From an optimization exercise on the open Yosys and OpenROAD flow, aimed at small area and a short achievable clock period; shortcuts taken in it are not production practice. Function not checked in this run: the RTL went through the layout flow alone.

<file path="flow/constraint.sdc">
create_clock -name core_clock -period 22.0 [get_ports {clk}]
set_input_delay 4.4000 -clock core_clock [delete_from_list [all_inputs] [get_ports {clk}]]
set_output_delay 4.4000 -clock core_clock [all_outputs]
set_load 0.01 [all_outputs]
</file>
<file path="flow/config.mk">
export PLATFORM = sky130hd
export DESIGN_NAME = DOUBLY_PIPELINE
export DESIGN_NICKNAME = DOUBLY_PIPELINE
export VERILOG_FILES = /design/flow/design.v
export SDC_FILE = /design/flow/constraint.sdc
export NUM_CORES = 4
export LEC_CHECK = 0
export CAP_MARGIN = 20
export CORE_MARGIN = 2
export CORE_UTILIZATION = 40
export CTS_CLUSTER_DIAMETER = 200
export CTS_CLUSTER_SIZE = 25
export SLEW_MARGIN = 20
</file>
<file path="flow/flow/run.sh">
#!/bin/bash
set -euo pipefail
export BUFFER_PORTS_ARGS="-buffer_cell sky130_fd_sc_hd__buf_2"
bash standard.sh > standard_flow.log 2>&1
</file>
<file path="flow/design.v">
module DOUBLY_PIPELINE(clk,xi,yi,r,ang,xf,yf);
input signed [15:0] xi,yi;
input clk;
output signed [15:0] r,ang;
output signed [15:0] xf,yf;
reg signed [15:0] xr, yr;
reg signed [15:0] a2,a3,a4,a5,a6,a7,a8;
reg signed [15:0] b2,b3,b4,b5,b6,b7;
reg        t2;
reg [1:0]  t3;
reg [2:0]  t4;
reg [3:0]  t5;
reg [4:0]  t6;
reg [5:0]  t7;
reg [5:0]  t8;
reg signed [15:0] x2,x3,x4,x5,x6,x7,x8;
reg signed [15:0] y2,y3,y4,y5,y6,y7,y8;
reg signed [15:0] r_q, xf_q, yf_q;
reg [13:0] ang_q;
reg svn2, svn3, svn4, svn5, svn6;         
reg dxn1, dxn2, dxn3, dxn4, dxn5, dxn6;   
wire [15:0] sc_r, sc_x, sc_y;
scale16 u_sr(.v(a8), .q(sc_r));
scale16 u_sx(.v(x8), .q(sc_x));
scale16 u_sy(.v(y8), .q(sc_y));
wire signed [15:0] a1, b1;
wire c_a1, c_b1;
add_skl16 u_a1(.a(xr), .b(yr), .cin(1'b0), .s(a1), .cout(c_a1));
add_skl16 u_b1(.a(yr), .b(~xr), .cin(1'b1), .s(b1), .cout(c_b1));
wire signed [15:0] sh_a2 = b1 >>> 1;
wire [15:0] n_a2; wire co_a2;
add_skl16 u_a2(.a(a1), .b(sh_a2 ^ {16{b1[15]}}), .cin(b1[15]), .s(n_a2), .cout(co_a2));
wire signed [15:0] sh_b2 = a1 >>> 1;
wire [15:0] n_b2; wire co_b2;
add_skl16 u_b2(.a(b1), .b(sh_b2 ^ {16{~b1[15]}}), .cin(~b1[15]), .s(n_b2), .cout(co_b2));
wire signed [15:0] sh_x2 = b1 >>> 1;
wire [15:0] n_x2; wire co_x2;
add_skl16 u_x2(.a(a1), .b(sh_x2 ^ {16{~dxn1}}), .cin(~dxn1), .s(n_x2), .cout(co_x2));
wire signed [15:0] sh_y2 = a1 >>> 1;
wire [15:0] n_y2; wire co_y2;
add_skl16 u_y2(.a(b1), .b(sh_y2 ^ {16{~t3[0]}}), .cin(~t3[0]), .s(n_y2), .cout(co_y2));
wire signed [15:0] sh_a3 = b2 >>> 2;
wire [15:0] n_a3; wire co_a3;
add_skl10 u_a3(.a(a2), .b(sh_a3 ^ {16{b2[15]}}), .cin(b2[15]), .s(n_a3), .cout(co_a3));
wire signed [15:0] sh_b3 = a2 >>> 2;
wire [15:0] n_b3; wire co_b3;
add_skl10 u_b3(.a(b2), .b(sh_b3 ^ {16{svn2}}), .cin(svn2), .s(n_b3), .cout(co_b3));
wire signed [15:0] sh_a4 = b3 >>> 3;
wire [15:0] n_a4; wire co_a4;
add_skl10 u_a4(.a(a3), .b(sh_a4 ^ {16{b3[15]}}), .cin(b3[15]), .s(n_a4), .cout(co_a4));
wire signed [15:0] sh_b4 = a3 >>> 3;
wire [15:0] n_b4; wire co_b4;
add_skl10 u_b4(.a(b3), .b(sh_b4 ^ {16{svn3}}), .cin(svn3), .s(n_b4), .cout(co_b4));
wire signed [15:0] sh_a5 = b4 >>> 4;
wire [15:0] n_a5; wire co_a5;
add_skl10 u_a5(.a(a4), .b(sh_a5 ^ {16{b4[15]}}), .cin(b4[15]), .s(n_a5), .cout(co_a5));
wire signed [15:0] sh_b5 = a4 >>> 4;
wire [15:0] n_b5; wire co_b5;
add_skl10 u_b5(.a(b4), .b(sh_b5 ^ {16{svn4}}), .cin(svn4), .s(n_b5), .cout(co_b5));
wire signed [15:0] sh_a6 = b5 >>> 5;
wire [15:0] n_a6; wire co_a6;
add_skl10 u_a6(.a(a5), .b(sh_a6 ^ {16{b5[15]}}), .cin(b5[15]), .s(n_a6), .cout(co_a6));
wire signed [15:0] sh_b6 = a5 >>> 5;
wire [15:0] n_b6; wire co_b6;
add_skl10 u_b6(.a(b5), .b(sh_b6 ^ {16{svn5}}), .cin(svn5), .s(n_b6), .cout(co_b6));
wire signed [15:0] sh_a7 = b6 >>> 6;
wire [15:0] n_a7; wire co_a7;
add_skl10 u_a7(.a(a6), .b(sh_a7 ^ {16{b6[15]}}), .cin(b6[15]), .s(n_a7), .cout(co_a7));
wire signed [15:0] sh_b7 = a6 >>> 6;
wire [15:0] n_b7; wire co_b7;
add_skl10 u_b7(.a(b6), .b(sh_b7 ^ {16{svn6}}), .cin(svn6), .s(n_b7), .cout(co_b7));
wire signed [15:0] sh_a8 = b7 >>> 7;
wire [15:0] n_a8; wire co_a8;
add_skl10 u_a8(.a(a7), .b(sh_a8 ^ {16{b7[15]}}), .cin(b7[15]), .s(n_a8), .cout(co_a8));
wire signed [15:0] sh_x3 = y2 >>> 2;
wire [15:0] n_x3; wire co_x3;
add_skl10 u_x3(.a(x2), .b(sh_x3 ^ {16{~dxn2}}), .cin(~dxn2), .s(n_x3), .cout(co_x3));
wire signed [15:0] sh_y3 = x2 >>> 2;
wire [15:0] n_y3; wire co_y3;
add_skl10 u_y3(.a(y2), .b(sh_y3 ^ {16{~t4[1]}}), .cin(~t4[1]), .s(n_y3), .cout(co_y3));
wire signed [15:0] sh_x4 = y3 >>> 3;
wire [15:0] n_x4; wire co_x4;
add_skl10 u_x4(.a(x3), .b(sh_x4 ^ {16{~dxn3}}), .cin(~dxn3), .s(n_x4), .cout(co_x4));
wire signed [15:0] sh_y4 = x3 >>> 3;
wire [15:0] n_y4; wire co_y4;
add_skl10 u_y4(.a(y3), .b(sh_y4 ^ {16{~t5[2]}}), .cin(~t5[2]), .s(n_y4), .cout(co_y4));
wire signed [15:0] sh_x5 = y4 >>> 4;
wire [15:0] n_x5; wire co_x5;
add_skl10 u_x5(.a(x4), .b(sh_x5 ^ {16{~dxn4}}), .cin(~dxn4), .s(n_x5), .cout(co_x5));
wire signed [15:0] sh_y5 = x4 >>> 4;
wire [15:0] n_y5; wire co_y5;
add_skl10 u_y5(.a(y4), .b(sh_y5 ^ {16{~t6[3]}}), .cin(~t6[3]), .s(n_y5), .cout(co_y5));
wire signed [15:0] sh_x6 = y5 >>> 5;
wire [15:0] n_x6; wire co_x6;
add_skl10 u_x6(.a(x5), .b(sh_x6 ^ {16{~dxn5}}), .cin(~dxn5), .s(n_x6), .cout(co_x6));
wire signed [15:0] sh_y6 = x5 >>> 5;
wire [15:0] n_y6; wire co_y6;
add_skl10 u_y6(.a(y5), .b(sh_y6 ^ {16{~t7[4]}}), .cin(~t7[4]), .s(n_y6), .cout(co_y6));
wire signed [15:0] sh_x7 = y6 >>> 6;
wire [15:0] n_x7; wire co_x7;
add_skl10 u_x7(.a(x6), .b(sh_x7 ^ {16{~dxn6}}), .cin(~dxn6), .s(n_x7), .cout(co_x7));
wire signed [15:0] sh_y7 = x6 >>> 6;
wire [15:0] n_y7; wire co_y7;
add_skl10 u_y7(.a(y6), .b(sh_y7 ^ {16{~t8[5]}}), .cin(~t8[5]), .s(n_y7), .cout(co_y7));
wire signed [15:0] sh_x8 = y7 >>> 7;
wire [15:0] n_x8; wire co_x8;
add_skl10 u_x8(.a(x7), .b(sh_x8 ^ {16{1'b1}}), .cin(1'b1), .s(n_x8), .cout(co_x8));
wire signed [15:0] sh_y8 = x7 >>> 7;
wire [15:0] n_y8; wire co_y8;
add_skl10 u_y8(.a(y7), .b(sh_y8 ^ {16{1'b0}}), .cin(1'b0), .s(n_y8), .cout(co_y8));
wire [13:0] ang_half = 14'd4928 - (t8[0] ? 14'd2657 : 14'd0) - (t8[1] ? 14'd1404 : 14'd0)
                     - (t8[2] ? 14'd713 : 14'd0) - (t8[3] ? 14'd358 : 14'd0)
                     - (t8[4] ? 14'd179 : 14'd0) - (t8[5] ? 14'd89 : 14'd0);
always @(posedge clk) begin
  xr <= xi;
  yr <= yi;
  a2 <= n_a2; b2 <= n_b2;
  a3 <= n_a3; b3 <= n_b3;
  a4 <= n_a4; b4 <= n_b4;
  a5 <= n_a5; b5 <= n_b5;
  a6 <= n_a6; b6 <= n_b6;
  a7 <= n_a7; b7 <= n_b7;
  a8 <= n_a8;
  t2 <= b1[15];
  t3 <= {b2[15], t2};
  t4 <= {b3[15], t3};
  t5 <= {b4[15], t4};
  t6 <= {b5[15], t5};
  t7 <= {b6[15], t6};
  t8 <= t7;
  x2 <= n_x2; y2 <= n_y2;
  x3 <= n_x3; y3 <= n_y3;
  x4 <= n_x4; y4 <= n_y4;
  x5 <= n_x5; y5 <= n_y5;
  x6 <= n_x6; y6 <= n_y6;
  x7 <= n_x7; y7 <= n_y7;
  x8 <= n_x8; y8 <= n_y8;
  r_q   <= sc_r;
  xf_q  <= sc_x;
  yf_q  <= sc_y;
  ang_q <= ang_half;
  svn2 <= ~n_b2[15];
  svn3 <= ~n_b3[15];
  svn4 <= ~n_b4[15];
  svn5 <= ~n_b5[15];
  svn6 <= ~n_b6[15];
  dxn1 <= ~t2;
  dxn2 <= ~t3[1];
  dxn3 <= ~t4[2];
  dxn4 <= ~t5[3];
  dxn5 <= ~t6[4];
  dxn6 <= ~t7[5];
end
assign r = r_q;
assign xf = xf_q;
assign yf = yf_q;
assign ang = {ang_q[13], ang_q, 1'b0};
endmodule
module add_skl10(input [15:0] a, b, input cin, output [15:0] s, output cout);
wire [15:0] p = a ^ b; wire [15:0] g = a & b;
wire gg0 = g[0] | (p[0] & cin);
wire gg1 = g[2] | (p[2] & g[1]); wire pp1 = p[2] & p[1];
wire gg2 = g[4] | (p[4] & g[3]); wire pp2 = p[4] & p[3];
wire gg3 = g[6] | (p[6] & g[5]); wire pp3 = p[6] & p[5];
wire gg4 = g[8] | (p[8] & g[7]); wire pp4 = p[8] & p[7];
wire gg5 = g[1] | (p[1] & gg0);
wire gg6 = gg1 | (pp1 & gg0);
wire gg7 = g[5] | (p[5] & gg2); wire pp7 = p[5] & pp2;
wire gg8 = gg3 | (pp3 & gg2); wire pp8 = pp3 & pp2;
wire gg9 = g[9] | (p[9] & gg4); wire pp9 = p[9] & pp4;
wire gg10 = g[3] | (p[3] & gg6);
wire gg11 = gg2 | (pp2 & gg6);
wire gg12 = gg7 | (pp7 & gg6);
wire gg13 = gg8 | (pp8 & gg6);
wire gg14 = g[7] | (p[7] & gg13);
wire gg15 = gg4 | (pp4 & gg13);
wire gg16 = gg9 | (pp9 & gg13);
assign s[0] = p[0] ^ cin;
assign s[1] = p[1] ^ gg0;
assign s[2] = p[2] ^ gg5;
assign s[3] = p[3] ^ gg6;
assign s[4] = p[4] ^ gg10;
assign s[5] = p[5] ^ gg11;
assign s[6] = p[6] ^ gg12;
assign s[7] = p[7] ^ gg13;
assign s[8] = p[8] ^ gg14;
assign s[9] = p[9] ^ gg15;
wire [16:10] c; assign c[10] = gg16;
assign s[10] = a[10]^b[10]^c[10]; assign c[11] = (a[10]&b[10]) | (c[10]&(a[10]^b[10]));
assign s[11] = a[11]^b[11]^c[11]; assign c[12] = (a[11]&b[11]) | (c[11]&(a[11]^b[11]));
assign s[12] = a[12]^b[12]^c[12]; assign c[13] = (a[12]&b[12]) | (c[12]&(a[12]^b[12]));
assign s[13] = a[13]^b[13]^c[13]; assign c[14] = (a[13]&b[13]) | (c[13]&(a[13]^b[13]));
assign s[14] = a[14]^b[14]^c[14]; assign c[15] = (a[14]&b[14]) | (c[14]&(a[14]^b[14]));
assign s[15] = a[15]^b[15]^c[15]; assign c[16] = (a[15]&b[15]) | (c[15]&(a[15]^b[15]));
assign cout = c[16];
endmodule
module add_skl16(input [15:0] a, b, input cin, output [15:0] s, output cout);
wire [15:0] p = a ^ b; wire [15:0] g = a & b;
wire gg0 = g[0] | (p[0] & cin);
wire gg1 = g[2] | (p[2] & g[1]); wire pp1 = p[2] & p[1];
wire gg2 = g[4] | (p[4] & g[3]); wire pp2 = p[4] & p[3];
wire gg3 = g[6] | (p[6] & g[5]); wire pp3 = p[6] & p[5];
wire gg4 = g[8] | (p[8] & g[7]); wire pp4 = p[8] & p[7];
wire gg5 = g[10] | (p[10] & g[9]); wire pp5 = p[10] & p[9];
wire gg6 = g[12] | (p[12] & g[11]); wire pp6 = p[12] & p[11];
wire gg7 = g[14] | (p[14] & g[13]); wire pp7 = p[14] & p[13];
wire gg8 = g[1] | (p[1] & gg0);
wire gg9 = gg1 | (pp1 & gg0);
wire gg10 = g[5] | (p[5] & gg2); wire pp10 = p[5] & pp2;
wire gg11 = gg3 | (pp3 & gg2); wire pp11 = pp3 & pp2;
wire gg12 = g[9] | (p[9] & gg4); wire pp12 = p[9] & pp4;
wire gg13 = gg5 | (pp5 & gg4); wire pp13 = pp5 & pp4;
wire gg14 = g[13] | (p[13] & gg6); wire pp14 = p[13] & pp6;
wire gg15 = gg7 | (pp7 & gg6); wire pp15 = pp7 & pp6;
wire gg16 = g[3] | (p[3] & gg9);
wire gg17 = gg2 | (pp2 & gg9);
wire gg18 = gg10 | (pp10 & gg9);
wire gg19 = gg11 | (pp11 & gg9);
wire gg20 = g[11] | (p[11] & gg13); wire pp20 = p[11] & pp13;
wire gg21 = gg6 | (pp6 & gg13); wire pp21 = pp6 & pp13;
wire gg22 = gg14 | (pp14 & gg13); wire pp22 = pp14 & pp13;
wire gg23 = gg15 | (pp15 & gg13); wire pp23 = pp15 & pp13;
wire gg24 = g[7] | (p[7] & gg19);
wire gg25 = gg4 | (pp4 & gg19);
wire gg26 = gg12 | (pp12 & gg19);
wire gg27 = gg13 | (pp13 & gg19);
wire gg28 = gg20 | (pp20 & gg19);
wire gg29 = gg21 | (pp21 & gg19);
wire gg30 = gg22 | (pp22 & gg19);
wire gg31 = gg23 | (pp23 & gg19);
wire gg32 = g[15] | (p[15] & gg31);
assign s[0] = p[0] ^ cin;
assign s[1] = p[1] ^ gg0;
assign s[2] = p[2] ^ gg8;
assign s[3] = p[3] ^ gg9;
assign s[4] = p[4] ^ gg16;
assign s[5] = p[5] ^ gg17;
assign s[6] = p[6] ^ gg18;
assign s[7] = p[7] ^ gg19;
assign s[8] = p[8] ^ gg24;
assign s[9] = p[9] ^ gg25;
assign s[10] = p[10] ^ gg26;
assign s[11] = p[11] ^ gg27;
assign s[12] = p[12] ^ gg28;
assign s[13] = p[13] ^ gg29;
assign s[14] = p[14] ^ gg30;
assign s[15] = p[15] ^ gg31;
assign cout = gg32;
endmodule
module scale16(input [15:0] v, output [15:0] q);
wire [15:0] nv = ~v;
wire fs0 = v[13] ^ v[7]; wire fc0 = v[13] & v[7];
wire fs1 = v[14] ^ v[8] ^ v[5]; wire fc1 = (v[14] & v[8]) | (v[14] & v[5]) | (v[8] & v[5]);
wire fs2 = nv[12] ^ nv[10]; wire fc2 = nv[12] & nv[10];
wire fs3 = v[9] ^ v[6] ^ nv[15]; wire fc3 = (v[9] & v[6]) | (v[9] & nv[15]) | (v[6] & nv[15]);
wire fs4 = v[13] ^ v[11] ^ v[3]; wire fc4 = (v[13] & v[11]) | (v[13] & v[3]) | (v[11] & v[3]);
wire fs5 = v[10] ^ v[7] ^ nv[14]; wire fc5 = (v[10] & v[7]) | (v[10] & nv[14]) | (v[7] & nv[14]);
wire fs6 = nv[12] ^ nv[4]; wire fc6 = nv[12] & nv[4];
wire fs7 = v[15] ^ v[11] ^ v[8]; wire fc7 = (v[15] & v[11]) | (v[15] & v[8]) | (v[11] & v[8]);
wire fs8 = v[13] ^ v[5] ^ v[3]; wire fc8 = (v[13] & v[5]) | (v[13] & v[3]) | (v[5] & v[3]);
wire fs9 = v[12] ^ v[9] ^ nv[14]; wire fc9 = (v[12] & v[9]) | (v[12] & nv[14]) | (v[9] & nv[14]);
wire fs10 = nv[6] ^ nv[4]; wire fc10 = nv[6] & nv[4];
wire fs11 = v[15] ^ v[13] ^ v[10]; wire fc11 = (v[15] & v[13]) | (v[15] & v[10]) | (v[13] & v[10]);
wire fs12 = v[14] ^ v[11] ^ v[0]; wire fc12 = (v[14] & v[11]) | (v[14] & v[0]) | (v[11] & v[0]);
wire fs13 = v[12] ^ v[1]; wire fc13 = v[12] & v[1];
wire fs14 = v[13] ^ v[2] ^ v[0]; wire fc14 = (v[13] & v[2]) | (v[13] & v[0]) | (v[2] & v[0]);
wire fs15 = v[14] ^ v[3] ^ v[1]; wire fc15 = (v[14] & v[3]) | (v[14] & v[1]) | (v[3] & v[1]);
wire fs16 = v[15] ^ nv[11]; wire fc16 = v[15] & nv[11];
wire fs17 = v[4] ^ v[2] ^ nv[15]; wire fc17 = (v[4] & v[2]) | (v[4] & nv[15]) | (v[2] & nv[15]);
wire fs18 = v[5] ^ v[3]; wire fc18 = v[5] & v[3];
wire fs19 = v[6] ^ v[4]; wire fc19 = v[6] & v[4];
wire fs20 = v[11] ^ v[5] ^ v[2]; wire fc20 = (v[11] & v[5]) | (v[11] & v[2]) | (v[5] & v[2]);
wire fs21 = v[12] ^ v[6] ^ v[3]; wire fc21 = (v[12] & v[6]) | (v[12] & v[3]) | (v[6] & v[3]);
wire fs22 = nv[10] ^ nv[8]; wire fc22 = nv[10] & nv[8];
wire fs23 = fs0 ^ v[4] ^ nv[11]; wire fc23 = (fs0 & v[4]) | (fs0 & nv[11]) | (v[4] & nv[11]);
wire fs24 = v[9] ^ v[1] ^ v[15]; wire fc24 = (v[9] & v[1]) | (v[9] & v[15]) | (v[1] & v[15]);
wire fs25 = fc0 ^ fs1 ^ fs2; wire fc25 = (fc0 & fs1) | (fc0 & fs2) | (fs1 & fs2);
wire fs26 = v[2] ^ v[0] ^ ~1'b1; wire fc26 = (v[2] & v[0]) | (v[2] & ~1'b1) | (v[0] & ~1'b1);
wire fs27 = fc1 ^ fc2 ^ fs3; wire fc27 = (fc1 & fc2) | (fc1 & fs3) | (fc2 & fs3);
wire fs28 = fs4 ^ v[1] ^ ~1'b1; wire fc28 = (fs4 & v[1]) | (fs4 & ~1'b1) | (v[1] & ~1'b1);
wire fs29 = fc3 ^ fs5 ^ fs6; wire fc29 = (fc3 & fs5) | (fc3 & fs6) | (fs5 & fs6);
wire fs30 = fc4 ^ v[2] ^ ~1'b1; wire fc30 = (fc4 & v[2]) | (fc4 & ~1'b1) | (v[2] & ~1'b1);
wire fs31 = fc5 ^ fc6 ^ fs7; wire fc31 = (fc5 & fc6) | (fc5 & fs7) | (fc6 & fs7);
wire fs32 = fs8 ^ v[0] ^ ~1'b1; wire fc32 = (fs8 & v[0]) | (fs8 & ~1'b1) | (v[0] & ~1'b1);
wire fs33 = fc7 ^ fs9 ^ fs10; wire fc33 = (fc7 & fs9) | (fc7 & fs10) | (fs9 & fs10);
wire fs34 = fc8 ^ v[1] ^ ~1'b1; wire fc34 = (fc8 & v[1]) | (fc8 & ~1'b1) | (v[1] & ~1'b1);
wire fs35 = fc9 ^ fc10 ^ fs11; wire fc35 = (fc9 & fc10) | (fc9 & fs11) | (fc10 & fs11);
wire fs36 = v[7] ^ v[5] ^ v[2]; wire fc36 = (v[7] & v[5]) | (v[7] & v[2]) | (v[5] & v[2]);
wire fs37 = fc11 ^ fs12 ^ nv[8]; wire fc37 = (fc11 & fs12) | (fc11 & nv[8]) | (fs12 & nv[8]);
wire fs38 = v[6] ^ v[3] ^ ~1'b1; wire fc38 = (v[6] & v[3]) | (v[6] & ~1'b1) | (v[3] & ~1'b1);
wire fs39 = fc12 ^ fs13 ^ nv[15]; wire fc39 = (fc12 & fs13) | (fc12 & nv[15]) | (fs13 & nv[15]);
wire fs40 = v[9] ^ v[7] ^ v[4]; wire fc40 = (v[9] & v[7]) | (v[9] & v[4]) | (v[7] & v[4]);
wire fs41 = fc13 ^ fs14 ^ nv[10]; wire fc41 = (fc13 & fs14) | (fc13 & nv[10]) | (fs14 & nv[10]);
wire fs42 = v[8] ^ v[5] ^ ~1'b1; wire fc42 = (v[8] & v[5]) | (v[8] & ~1'b1) | (v[5] & ~1'b1);
wire fs43 = fc14 ^ fs15 ^ fs16; wire fc43 = (fc14 & fs15) | (fc14 & fs16) | (fs15 & fs16);
wire fs44 = v[9] ^ v[6] ^ ~1'b1; wire fc44 = (v[9] & v[6]) | (v[9] & ~1'b1) | (v[6] & ~1'b1);
wire fs45 = fc15 ^ fc16 ^ fs17; wire fc45 = (fc15 & fc16) | (fc15 & fs17) | (fc16 & fs17);
wire fs46 = v[12] ^ v[10] ^ v[7]; wire fc46 = (v[12] & v[10]) | (v[12] & v[7]) | (v[10] & v[7]);
wire fs47 = fc17 ^ fs18 ^ nv[13]; wire fc47 = (fc17 & fs18) | (fc17 & nv[13]) | (fs18 & nv[13]);
wire fs48 = v[11] ^ v[8] ^ ~1'b1; wire fc48 = (v[11] & v[8]) | (v[11] & ~1'b1) | (v[8] & ~1'b1);
wire fs49 = fc18 ^ fs19 ^ nv[14]; wire fc49 = (fc18 & fs19) | (fc18 & nv[14]) | (fs19 & nv[14]);
wire fs50 = v[12] ^ v[9] ^ ~1'b1; wire fc50 = (v[12] & v[9]) | (v[12] & ~1'b1) | (v[9] & ~1'b1);
wire fs51 = fc19 ^ v[15] ^ v[7]; wire fc51 = (fc19 & v[15]) | (fc19 & v[7]) | (v[15] & v[7]);
wire fs52 = nv[5] ^ v[13] ^ v[10]; wire fc52 = (nv[5] & v[13]) | (nv[5] & v[10]) | (v[13] & v[10]);
wire fs53 = v[8] ^ v[6] ^ nv[14]; wire fc53 = (v[8] & v[6]) | (v[8] & nv[14]) | (v[6] & nv[14]);
wire fs54 = nv[11] ^ 1'b1; wire fc54 = nv[11] & 1'b1;
wire fs55 = v[15] ^ v[9] ^ v[7]; wire fc55 = (v[15] & v[9]) | (v[15] & v[7]) | (v[9] & v[7]);
wire fs56 = v[10] ^ v[8]; wire fc56 = v[10] & v[8];
wire fs57 = v[11] ^ v[9]; wire fc57 = v[11] & v[9];
wire fs58 = fs20 ^ nv[9]; wire fc58 = fs20 & nv[9];
wire fs59 = fc20 ^ fs21 ^ fs22; wire fc59 = (fc20 & fs21) | (fc20 & fs22) | (fs21 & fs22);
wire fs60 = fc21 ^ fc22 ^ fs23; wire fc60 = (fc21 & fc22) | (fc21 & fs23) | (fc22 & fs23);
wire fs61 = fc23 ^ fs25 ^ ~fc24; wire fc61 = (fc23 & fs25) | (fc23 & ~fc24) | (fs25 & ~fc24);
wire fs62 = fc25 ^ fs27 ^ ~fc26; wire fc62 = (fc25 & fs27) | (fc25 & ~fc26) | (fs27 & ~fc26);
wire fs63 = fc27 ^ fs29 ^ ~fc28; wire fc63 = (fc27 & fs29) | (fc27 & ~fc28) | (fs29 & ~fc28);
wire fs64 = fc29 ^ fs31 ^ ~fc30; wire fc64 = (fc29 & fs31) | (fc29 & ~fc30) | (fs31 & ~fc30);
wire fs65 = fc31 ^ fs33 ^ ~fc32; wire fc65 = (fc31 & fs33) | (fc31 & ~fc32) | (fs33 & ~fc32);
wire fs66 = fc33 ^ fs35 ^ ~fc34; wire fc66 = (fc33 & fs35) | (fc33 & ~fc34) | (fs35 & ~fc34);
wire fs67 = fc35 ^ fs37 ^ ~fc36; wire fc67 = (fc35 & fs37) | (fc35 & ~fc36) | (fs37 & ~fc36);
wire fs68 = fc37 ^ fs39 ^ ~fc38; wire fc68 = (fc37 & fs39) | (fc37 & ~fc38) | (fs39 & ~fc38);
wire fs69 = fc39 ^ fs41 ^ ~fc40; wire fc69 = (fc39 & fs41) | (fc39 & ~fc40) | (fs41 & ~fc40);
wire fs70 = fc41 ^ fs43 ^ ~fc42; wire fc70 = (fc41 & fs43) | (fc41 & ~fc42) | (fs43 & ~fc42);
wire fs71 = fc43 ^ fs45 ^ ~fc44; wire fc71 = (fc43 & fs45) | (fc43 & ~fc44) | (fs45 & ~fc44);
wire fs72 = fc45 ^ fs47 ^ ~fc46; wire fc72 = (fc45 & fs47) | (fc45 & ~fc46) | (fs47 & ~fc46);
wire fs73 = fc47 ^ fs49 ^ ~fc48; wire fc73 = (fc47 & fs49) | (fc47 & ~fc48) | (fs49 & ~fc48);
wire fs74 = fc49 ^ fs51 ^ ~fc50; wire fc74 = (fc49 & fs51) | (fc49 & ~fc50) | (fs51 & ~fc50);
wire fs75 = fc51 ^ fs53 ^ fs54; wire fc75 = (fc51 & fs53) | (fc51 & fs54) | (fs53 & fs54);
wire fs76 = fc53 ^ fc54 ^ fs55; wire fc76 = (fc53 & fc54) | (fc53 & fs55) | (fc54 & fs55);
wire fs77 = fc55 ^ fs56 ^ nv[13]; wire fc77 = (fc55 & fs56) | (fc55 & nv[13]) | (fs56 & nv[13]);
wire fs78 = fc56 ^ fs57 ^ nv[14]; wire fc78 = (fc56 & fs57) | (fc56 & nv[14]) | (fs57 & nv[14]);
wire fs79 = fc57 ^ v[15] ^ v[12]; wire fc79 = (fc57 & v[15]) | (fc57 & v[12]) | (v[15] & v[12]);
wire fs80 = v[13] ^ v[11]; wire fc80 = v[13] & v[11];
wire fs81 = v[14] ^ v[12]; wire fc81 = v[14] & v[12];
wire fs82 = fs58 ^ nv[7]; wire fc82 = fs58 & nv[7];
wire fs83 = fc58 ^ fs59 ^ nv[0]; wire fc83 = (fc58 & fs59) | (fc58 & nv[0]) | (fs59 & nv[0]);
wire fs84 = fc59 ^ fs60 ^ ~fs24; wire fc84 = (fc59 & fs60) | (fc59 & ~fs24) | (fs60 & ~fs24);
wire fs85 = fc60 ^ fs61 ^ ~fs26; wire fc85 = (fc60 & fs61) | (fc60 & ~fs26) | (fs61 & ~fs26);
wire fs86 = fc61 ^ fs62 ^ ~fs28; wire fc86 = (fc61 & fs62) | (fc61 & ~fs28) | (fs62 & ~fs28);
wire fs87 = fc62 ^ fs63 ^ ~fs30; wire fc87 = (fc62 & fs63) | (fc62 & ~fs30) | (fs63 & ~fs30);
wire fs88 = fc63 ^ fs64 ^ ~fs32; wire fc88 = (fc63 & fs64) | (fc63 & ~fs32) | (fs64 & ~fs32);
wire fs89 = fc64 ^ fs65 ^ ~fs34; wire fc89 = (fc64 & fs65) | (fc64 & ~fs34) | (fs65 & ~fs34);
wire fs90 = fc65 ^ fs66 ^ ~fs36; wire fc90 = (fc65 & fs66) | (fc65 & ~fs36) | (fs66 & ~fs36);
wire fs91 = fc66 ^ fs67 ^ ~fs38; wire fc91 = (fc66 & fs67) | (fc66 & ~fs38) | (fs67 & ~fs38);
wire fs92 = fc67 ^ fs68 ^ ~fs40; wire fc92 = (fc67 & fs68) | (fc67 & ~fs40) | (fs68 & ~fs40);
wire fs93 = fc68 ^ fs69 ^ ~fs42; wire fc93 = (fc68 & fs69) | (fc68 & ~fs42) | (fs69 & ~fs42);
wire fs94 = fc69 ^ fs70 ^ ~fs44; wire fc94 = (fc69 & fs70) | (fc69 & ~fs44) | (fs70 & ~fs44);
wire fs95 = fc70 ^ fs71 ^ ~fs46; wire fc95 = (fc70 & fs71) | (fc70 & ~fs46) | (fs71 & ~fs46);
wire fs96 = fc71 ^ fs72 ^ ~fs48; wire fc96 = (fc71 & fs72) | (fc71 & ~fs48) | (fs72 & ~fs48);
wire fs97 = fc72 ^ fs73 ^ ~fs50; wire fc97 = (fc72 & fs73) | (fc72 & ~fs50) | (fs73 & ~fs50);
wire fs98 = fc73 ^ fs74 ^ ~fs52; wire fc98 = (fc73 & fs74) | (fc73 & ~fs52) | (fs74 & ~fs52);
wire fs99 = fc74 ^ fs75 ^ ~fc52; wire fc99 = (fc74 & fs75) | (fc74 & ~fc52) | (fs75 & ~fc52);
wire fs100 = fc75 ^ fs76 ^ nv[12]; wire fc100 = (fc75 & fs76) | (fc75 & nv[12]) | (fs76 & nv[12]);
wire fs101 = fc76 ^ fs77 ^ 1'b1; wire fc101 = (fc76 & fs77) | (fc76 & 1'b1) | (fs77 & 1'b1);
wire fs102 = fc77 ^ fs78 ^ 1'b1; wire fc102 = (fc77 & fs78) | (fc77 & 1'b1) | (fs78 & 1'b1);
wire fs103 = fc78 ^ fs79 ^ v[10]; wire fc103 = (fc78 & fs79) | (fc78 & v[10]) | (fs79 & v[10]);
wire fs104 = fc79 ^ fs80 ^ 1'b1; wire fc104 = (fc79 & fs80) | (fc79 & 1'b1) | (fs80 & 1'b1);
wire fs105 = fc80 ^ fs81 ^ 1'b1; wire fc105 = (fc80 & fs81) | (fc80 & 1'b1) | (fs81 & 1'b1);
wire fs106 = fc81 ^ v[13] ^ nv[15]; wire fc106 = (fc81 & v[13]) | (fc81 & nv[15]) | (v[13] & nv[15]);
wire fs107 = v[14] ^ 1'b1; wire fc107 = v[14] & 1'b1;
wire [27:0] ra = {1'b1, fc107, fc106, fc105, fc104, fc103, fc102, fc101, fc100, fc99, fc98, fc97, fc96, fc95, fc94, fc93, fc92, fc91, fc90, fc89, fc88, fc87, fc86, fc85, fc84, fc83, fc82, fs82};
wire [27:0] rb = {1'b0, nv[15], fs107, fs106, fs105, fs104, fs103, fs102, fs101, fs100, fs99, fs98, fs97, fs96, fs95, fs94, fs93, fs92, fs91, fs90, fs89, fs88, fs87, fs86, fs85, fs84, fs83, 1'b1};
wire [27:0] rs; wire rco;
scale16_fin u_fin(.a(ra), .b(rb), .cin(1'b0), .s(rs), .cout(rco));
assign q = rs[27:12];
endmodule
module scale16_fin(input [27:0] a, b, input cin, output [27:0] s, output cout);
wire [27:0] p = a ^ b; wire [27:0] g = a & b;
wire gg0 = g[0] | (p[0] & cin);
wire gg1 = g[1] | (p[1] & g[0]); wire pp1 = p[1] & p[0];
wire gg2 = g[2] | (p[2] & g[1]); wire pp2 = p[2] & p[1];
wire gg3 = g[3] | (p[3] & g[2]); wire pp3 = p[3] & p[2];
wire gg4 = g[4] | (p[4] & g[3]); wire pp4 = p[4] & p[3];
wire gg5 = g[5] | (p[5] & g[4]); wire pp5 = p[5] & p[4];
wire gg6 = g[6] | (p[6] & g[5]); wire pp6 = p[6] & p[5];
wire gg7 = g[7] | (p[7] & g[6]); wire pp7 = p[7] & p[6];
wire gg8 = g[8] | (p[8] & g[7]); wire pp8 = p[8] & p[7];
wire gg9 = g[9] | (p[9] & g[8]); wire pp9 = p[9] & p[8];
wire gg10 = g[10] | (p[10] & g[9]); wire pp10 = p[10] & p[9];
wire gg11 = g[11] | (p[11] & g[10]); wire pp11 = p[11] & p[10];
wire gg12 = g[12] | (p[12] & g[11]); wire pp12 = p[12] & p[11];
wire gg13 = g[13] | (p[13] & g[12]); wire pp13 = p[13] & p[12];
wire gg14 = g[14] | (p[14] & g[13]); wire pp14 = p[14] & p[13];
wire gg15 = g[15] | (p[15] & g[14]); wire pp15 = p[15] & p[14];
wire gg16 = g[16] | (p[16] & g[15]); wire pp16 = p[16] & p[15];
wire gg17 = g[17] | (p[17] & g[16]); wire pp17 = p[17] & p[16];
wire gg18 = g[18] | (p[18] & g[17]); wire pp18 = p[18] & p[17];
wire gg19 = g[19] | (p[19] & g[18]); wire pp19 = p[19] & p[18];
wire gg20 = g[20] | (p[20] & g[19]); wire pp20 = p[20] & p[19];
wire gg21 = g[21] | (p[21] & g[20]); wire pp21 = p[21] & p[20];
wire gg22 = g[22] | (p[22] & g[21]); wire pp22 = p[22] & p[21];
wire gg23 = g[23] | (p[23] & g[22]); wire pp23 = p[23] & p[22];
wire gg24 = g[24] | (p[24] & g[23]); wire pp24 = p[24] & p[23];
wire gg25 = g[25] | (p[25] & g[24]); wire pp25 = p[25] & p[24];
wire gg26 = g[26] | (p[26] & g[25]); wire pp26 = p[26] & p[25];
wire gg27 = g[27] | (p[27] & g[26]); wire pp27 = p[27] & p[26];
wire gg28 = gg1 | (pp1 & cin);
wire gg29 = gg2 | (pp2 & gg0);
wire gg30 = gg3 | (pp3 & gg1); wire pp30 = pp3 & pp1;
wire gg31 = gg4 | (pp4 & gg2); wire pp31 = pp4 & pp2;
wire gg32 = gg5 | (pp5 & gg3); wire pp32 = pp5 & pp3;
wire gg33 = gg6 | (pp6 & gg4); wire pp33 = pp6 & pp4;
wire gg34 = gg7 | (pp7 & gg5); wire pp34 = pp7 & pp5;
wire gg35 = gg8 | (pp8 & gg6); wire pp35 = pp8 & pp6;
wire gg36 = gg9 | (pp9 & gg7); wire pp36 = pp9 & pp7;
wire gg37 = gg10 | (pp10 & gg8); wire pp37 = pp10 & pp8;
wire gg38 = gg11 | (pp11 & gg9); wire pp38 = pp11 & pp9;
wire gg39 = gg12 | (pp12 & gg10); wire pp39 = pp12 & pp10;
wire gg40 = gg13 | (pp13 & gg11); wire pp40 = pp13 & pp11;
wire gg41 = gg14 | (pp14 & gg12); wire pp41 = pp14 & pp12;
wire gg42 = gg15 | (pp15 & gg13); wire pp42 = pp15 & pp13;
wire gg43 = gg16 | (pp16 & gg14); wire pp43 = pp16 & pp14;
wire gg44 = gg17 | (pp17 & gg15); wire pp44 = pp17 & pp15;
wire gg45 = gg18 | (pp18 & gg16); wire pp45 = pp18 & pp16;
wire gg46 = gg19 | (pp19 & gg17); wire pp46 = pp19 & pp17;
wire gg47 = gg20 | (pp20 & gg18); wire pp47 = pp20 & pp18;
wire gg48 = gg21 | (pp21 & gg19); wire pp48 = pp21 & pp19;
wire gg49 = gg22 | (pp22 & gg20); wire pp49 = pp22 & pp20;
wire gg50 = gg23 | (pp23 & gg21); wire pp50 = pp23 & pp21;
wire gg51 = gg24 | (pp24 & gg22); wire pp51 = pp24 & pp22;
wire gg52 = gg25 | (pp25 & gg23); wire pp52 = pp25 & pp23;
wire gg53 = gg26 | (pp26 & gg24); wire pp53 = pp26 & pp24;
wire gg54 = gg27 | (pp27 & gg25); wire pp54 = pp27 & pp25;
wire gg55 = gg30 | (pp30 & cin);
wire gg56 = gg31 | (pp31 & gg0);
wire gg57 = gg32 | (pp32 & gg28);
wire gg58 = gg33 | (pp33 & gg29);
wire gg59 = gg34 | (pp34 & gg30); wire pp59 = pp34 & pp30;
wire gg60 = gg35 | (pp35 & gg31); wire pp60 = pp35 & pp31;
wire gg61 = gg36 | (pp36 & gg32); wire pp61 = pp36 & pp32;
wire gg62 = gg37 | (pp37 & gg33); wire pp62 = pp37 & pp33;
wire gg63 = gg38 | (pp38 & gg34); wire pp63 = pp38 & pp34;
wire gg64 = gg39 | (pp39 & gg35); wire pp64 = pp39 & pp35;
wire gg65 = gg40 | (pp40 & gg36); wire pp65 = pp40 & pp36;
wire gg66 = gg41 | (pp41 & gg37); wire pp66 = pp41 & pp37;
wire gg67 = gg42 | (pp42 & gg38); wire pp67 = pp42 & pp38;
wire gg68 = gg43 | (pp43 & gg39); wire pp68 = pp43 & pp39;
wire gg69 = gg44 | (pp44 & gg40); wire pp69 = pp44 & pp40;
wire gg70 = gg45 | (pp45 & gg41); wire pp70 = pp45 & pp41;
wire gg71 = gg46 | (pp46 & gg42); wire pp71 = pp46 & pp42;
wire gg72 = gg47 | (pp47 & gg43); wire pp72 = pp47 & pp43;
wire gg73 = gg48 | (pp48 & gg44); wire pp73 = pp48 & pp44;
wire gg74 = gg49 | (pp49 & gg45); wire pp74 = pp49 & pp45;
wire gg75 = gg50 | (pp50 & gg46); wire pp75 = pp50 & pp46;
wire gg76 = gg51 | (pp51 & gg47); wire pp76 = pp51 & pp47;
wire gg77 = gg52 | (pp52 & gg48); wire pp77 = pp52 & pp48;
wire gg78 = gg53 | (pp53 & gg49); wire pp78 = pp53 & pp49;
wire gg79 = gg54 | (pp54 & gg50); wire pp79 = pp54 & pp50;
wire gg80 = gg59 | (pp59 & cin);
wire gg81 = gg60 | (pp60 & gg0);
wire gg82 = gg61 | (pp61 & gg28);
wire gg83 = gg62 | (pp62 & gg29);
wire gg84 = gg63 | (pp63 & gg55);
wire gg85 = gg64 | (pp64 & gg56);
wire gg86 = gg65 | (pp65 & gg57);
wire gg87 = gg66 | (pp66 & gg58);
wire gg88 = gg67 | (pp67 & gg59); wire pp88 = pp67 & pp59;
wire gg89 = gg68 | (pp68 & gg60); wire pp89 = pp68 & pp60;
wire gg90 = gg69 | (pp69 & gg61); wire pp90 = pp69 & pp61;
wire gg91 = gg70 | (pp70 & gg62); wire pp91 = pp70 & pp62;
wire gg92 = gg71 | (pp71 & gg63); wire pp92 = pp71 & pp63;
wire gg93 = gg72 | (pp72 & gg64); wire pp93 = pp72 & pp64;
wire gg94 = gg73 | (pp73 & gg65); wire pp94 = pp73 & pp65;
wire gg95 = gg74 | (pp74 & gg66); wire pp95 = pp74 & pp66;
wire gg96 = gg75 | (pp75 & gg67); wire pp96 = pp75 & pp67;
wire gg97 = gg76 | (pp76 & gg68); wire pp97 = pp76 & pp68;
wire gg98 = gg77 | (pp77 & gg69); wire pp98 = pp77 & pp69;
wire gg99 = gg78 | (pp78 & gg70); wire pp99 = pp78 & pp70;
wire gg100 = gg79 | (pp79 & gg71); wire pp100 = pp79 & pp71;
wire gg101 = gg88 | (pp88 & cin);
wire gg102 = gg89 | (pp89 & gg0);
wire gg103 = gg90 | (pp90 & gg28);
wire gg104 = gg91 | (pp91 & gg29);
wire gg105 = gg92 | (pp92 & gg55);
wire gg106 = gg93 | (pp93 & gg56);
wire gg107 = gg94 | (pp94 & gg57);
wire gg108 = gg95 | (pp95 & gg58);
wire gg109 = gg96 | (pp96 & gg80);
wire gg110 = gg97 | (pp97 & gg81);
wire gg111 = gg98 | (pp98 & gg82);
wire gg112 = gg99 | (pp99 & gg83);
wire gg113 = gg100 | (pp100 & gg84);
assign s[0] = p[0] ^ cin;
assign s[1] = p[1] ^ gg0;
assign s[2] = p[2] ^ gg28;
assign s[3] = p[3] ^ gg29;
assign s[4] = p[4] ^ gg55;
assign s[5] = p[5] ^ gg56;
assign s[6] = p[6] ^ gg57;
assign s[7] = p[7] ^ gg58;
assign s[8] = p[8] ^ gg80;
assign s[9] = p[9] ^ gg81;
assign s[10] = p[10] ^ gg82;
assign s[11] = p[11] ^ gg83;
assign s[12] = p[12] ^ gg84;
assign s[13] = p[13] ^ gg85;
assign s[14] = p[14] ^ gg86;
assign s[15] = p[15] ^ gg87;
assign s[16] = p[16] ^ gg101;
assign s[17] = p[17] ^ gg102;
assign s[18] = p[18] ^ gg103;
assign s[19] = p[19] ^ gg104;
assign s[20] = p[20] ^ gg105;
assign s[21] = p[21] ^ gg106;
assign s[22] = p[22] ^ gg107;
assign s[23] = p[23] ^ gg108;
assign s[24] = p[24] ^ gg109;
assign s[25] = p[25] ^ gg110;
assign s[26] = p[26] ^ gg111;
assign s[27] = p[27] ^ gg112;
assign cout = gg113;
endmodule
</file>
<file path="flow/standard.sh">
#!/bin/bash
# synth_recipe.tcl (not shown) runs the flow's synth.tcl, then flattens the netlist and writes it again
# the make line also repeats each setting of config.mk as NAME=value (left out here)
make -C /OpenROAD-flow-scripts/flow DESIGN_CONFIG=/design/flow/config.mk WORK_HOME=/design/flow/orfs CLKGATE_MAP_FILE= SYNTH_SCRIPT=/design/flow/synth_recipe.tcl "${@:-finish}"
</file>
==> impl_metrics.py <==
metrics = {
    "cts": {
        "cts_made_buffers": 26,
        "clock_path_buffers": 3,
        "cts.sinks": 557,
        "clkTransAtPathRegs_ps": 100,
        "cts_resized": 0,
        "root_buffer": "clkbuf_16",
        "clkLatencyLatePin_ps": 600,
        "post_cts.repair.setup_buffers": 0,
        "cts_tree": "done",
        "h-tree-depth": 1,
        "ctsHoldBuffers": 0,
    },
    "timing": {
        "hold_violations": 0,
        "fin_crit_sh_pct": 26.1,
        "period_minus_slack_ps": 5740,
        "setup_viol": 0,
        "slew_headroom_pct": 40.4,
        "finClkSkew_ps": 16.2,
        "setup_tns_ps": 0,
        "rsz0062_at_grt": "false",
        "slew_viol_final": 0,
        "fmax_ghz": 0.174,
        "tightestPinTransition_ps": 892,
    },
    "global_route": {
        "grt-busiest-layer": "met2",
        "grt-ovfl-total": 0,
        "gr-usage-met2_pct": 26.2,
        "met3_usage_pct": 1.55,
        "track_usage_pct": 14.2,
        "antenna_found_initial": 0,
        "grt_pass1_wl_um": 115000,
        "first_global_vias": 23400,
        "grt_max_degree": 26,
        "use_met1_pct": 17.9,
    },
    "worst_setup_path": {
        "worst-setup-path-type": "flop to flop",
        "crit_fanout": 7,
        "arrival_ps": 6230,
        "required_ps": 22490,
        "cp-end-kind": "flop",
        "critical-path-slowest-cell": "dfxtp_1",
        "cp_cell_sequence": "inv_1 > fa_1 > inv_1 > fa_1 > inv_1 > fa_1 > inv_1 > fa_1 > ha_1 > a21oi_1 > o21ai_1 > a31o_1 > a31o_1 > a41o_1 > o221a_2 > o41a_1 > a211oi_1 > o21bai_1 > xor2_1",
        "worstSetupStartpointType": "flop",
        "cpPeakStageDelay_ps": 570,
    },
    "detailed_routing": {
        "wire_per_inst_um": 13.6,
        "dr.first_iter.drc_count": 600,
        "first_pass_iters": 4,
        "vias_per_cell": 4.40,
        "vias": 21800,
        "antenna_left": 0,
        "drcViolationCount": 0,
        "wl_um": 67400,
    },
    "synthesis": {
        "synth_edf_count": 0,
        "ys_top_cells_by_area": "dfxtp_1 29%, fa_1 22%, ha_1 17%",
        "synth_warnings": 1,
        "ys_seq_elements": 557,
        "syn_inst": 3590,
        "yosysUniqueCellTypes": 68,
        "yosysTopAreaCellShare_pct": 28.9,
        "synth_top_area_cell": "dfxtp_1",
        "yosysSeqAreaShare_pct": 28.9,
        "syn_area_per_cell_um2": 10.7,
        "postSynth.asyncResetShare_pct": 0,
        "synth_flop_cell": "dfxtp_1",
        "syn_area_mm2": 0.0385,
        "synth_nets": 4562,
    },
    "placement": {
        "place_congestion": 0.888,
        "dp_hpwl_um": 57600,
        "dp.cells": 4917,
        "io_buffers": 95,
    },
    "floorplanning": {
        "io_pins": 97,
        "core_mm2": 0.0952,
        "dieArea_mm2": 0.0988,
        "start_util_pct": 40.5,
        "die_h_um": 314,
        "num_rows": 113,
        "die_w_um": 314,
    },
    "layout": {
        "diodes": 0,
        "final_nets": 4652,
        "seq_area_mm2": 0.0112,
        "area_growth_pct": 6.97,
        "multi_input_area_mm2": 0.0243,
        "fill_cells": 9067,
        "drive_gt1_share_pct": 4.18,
        "fin_cells": 4946,
    },
    "status": {
        "status": "finished clean",
    },
    "hold_path": {
        "hp-class": "flop to flop",
    },
    "job": {
        "max_cap_viol_count": 0,
    },
}
[cell families (layout without fill, tap and decap cells)]
| kind of cell | Yosys count | after routing | share of synthesized area (%) |
|---|---|---|---|
| DFF | 557 | 557 | 28.9 |
| AOI/OAI and AO/OA | 412 | 412 | 7.31 |
| muxes | 13 | 13 | 0.374 |
| and+or+nand+nor | 284 | 284 | 3.64 |
| adders and majority gates | 939 | 939 | 38.6 |
| other | 1 | 1 | 0.00974 |
| buffers and inverters | 804 | 895 | 7.90 |
| xor gates and xnor gates | 580 | 580 | 13.2 |
[cells in the mapped netlist, drive strengths merged (18+ instances only)]
cell	number
xor2	291
a21o	100
fa	416
nor3	32
a31o	19
and2	20
dfxtp	557
clkbuf	18
nand2	40
o21ai	46
a21oi	119
o21a	32
inv	760
nand2b	41
buf	26
nor2b	21
ha	523
nor2	87
xnor2	289
o21bai	26
[final timing paths]
path         slack [ps]  cells past startpoint      startpoint         endpoint
max reg2reg       16260                     19  a8[14]$_DFF_P_  r_q[14]$_DFF_P_
max               16260                     19  a8[14]$_DFF_P_  r_q[14]$_DFF_P_
min                 330                      0   t7[3]$_DFF_P_    t8[3]$_DFF_P_
min reg2reg         330                      0   t7[3]$_DFF_P_    t8[3]$_DFF_P_
[per-stage QoR]
step / utilization (%) / instance area, µm² / hold WS, ps / setup WS (ps)
6_report: 43.3 / 41200 / 335 / 16260
5_1_grt: 43.3 / 41200 / 339 / 15930
4_1_cts: 43.3 / 41200 / 337 / 16190
3_5_place_dp: 42.5 / 40500 / 312 / 16220
3_3_place_gp: 42.5 / 40500 / 312 / 16320
2_1_floorplan: - / 38500 / 310 / 16770
[critical path, delay by kind of cell, from the launching register on]
kind	cells	cell delay, ps
fa+ha+maj	5	2340
compound gates	9	2110
flops	1	570
buf+inv	4	450
xor+xnor	1	150
[layout make-up]
type | instances | share of cell area [%]
inverters | 760 | 6.92
clock inverters | 2 | 0.112
flip-flops and latches | 557 | 27.1
clock buffers | 27 | 1.64
multi-input cells | 2229 | 59.1
well taps | 1265 | 3.84
repair buffers | 106 | 1.35
[routing by layer]
| metal | wire length [µm] | share of wire, % | up-vias |
|---|---|---|---|
| li1 | - | - | 11300 |
| met1 | 30700 | 46 | 10200 |
| met2 | 33700 | 50 | 208 |
| met3 | 1680 | 2.5 | 72 |
| met4 | 1290 | 1.9 | 0 |
| met5 | 0 | 0 | - |
[cells in the final DEF (no fill, tap or decap), drive strengths merged, types with 4 or more instances in the layout]
master   count
mux2        11
inv        761
a21oi      119
and3         6
clkbuf      27
o21a        32
o41a         4
a31o        19
or2          5
xnor2      289
and2        20
a21o       100
nand2       40
o21ba       10
nor3        32
a2111oi      5
o211ai       7
or3          7
nand3       17
buf        106
ha         523
dfxtp      557
nor2b       21
nor2        87
a31oi        5
o21bai      26
fa         416
a21boi       5
xor2       291
a211oi       9
o21ai       46
nand2b      41

-- port drivers added, routing unchanged --
The results above use ideal ports. As a check the final layout listed here was re-extracted and re-timed, cells and wires unchanged.
Step 1, drivers: a clkbuf_16 drives clk and a buf_2 each remaining input, both assumed.
Step 2, shift: input delay + t, output delay - t, t = (earliest + latest rising clock arrival at the registers) / 2. This alone moves slack from input paths to output paths.
a / b / c = ideal ports / drivers / drivers and shift; a / b = the first two.
t, ns: 0.659
slack for setup (ns): 16.258 / 16.258 / 16.258
latest minus earliest clock arrival (ns): 0.024 / 0.024
worst register clock-pin slew, ns: 0.10 / 0.10
worst slew at a driven data input, ns: 0.03
After both steps setup and hold are still met in this run. For this run, drivers alone change the setup slack by 0.000 ns; drivers and shift together by 0.000 ns.
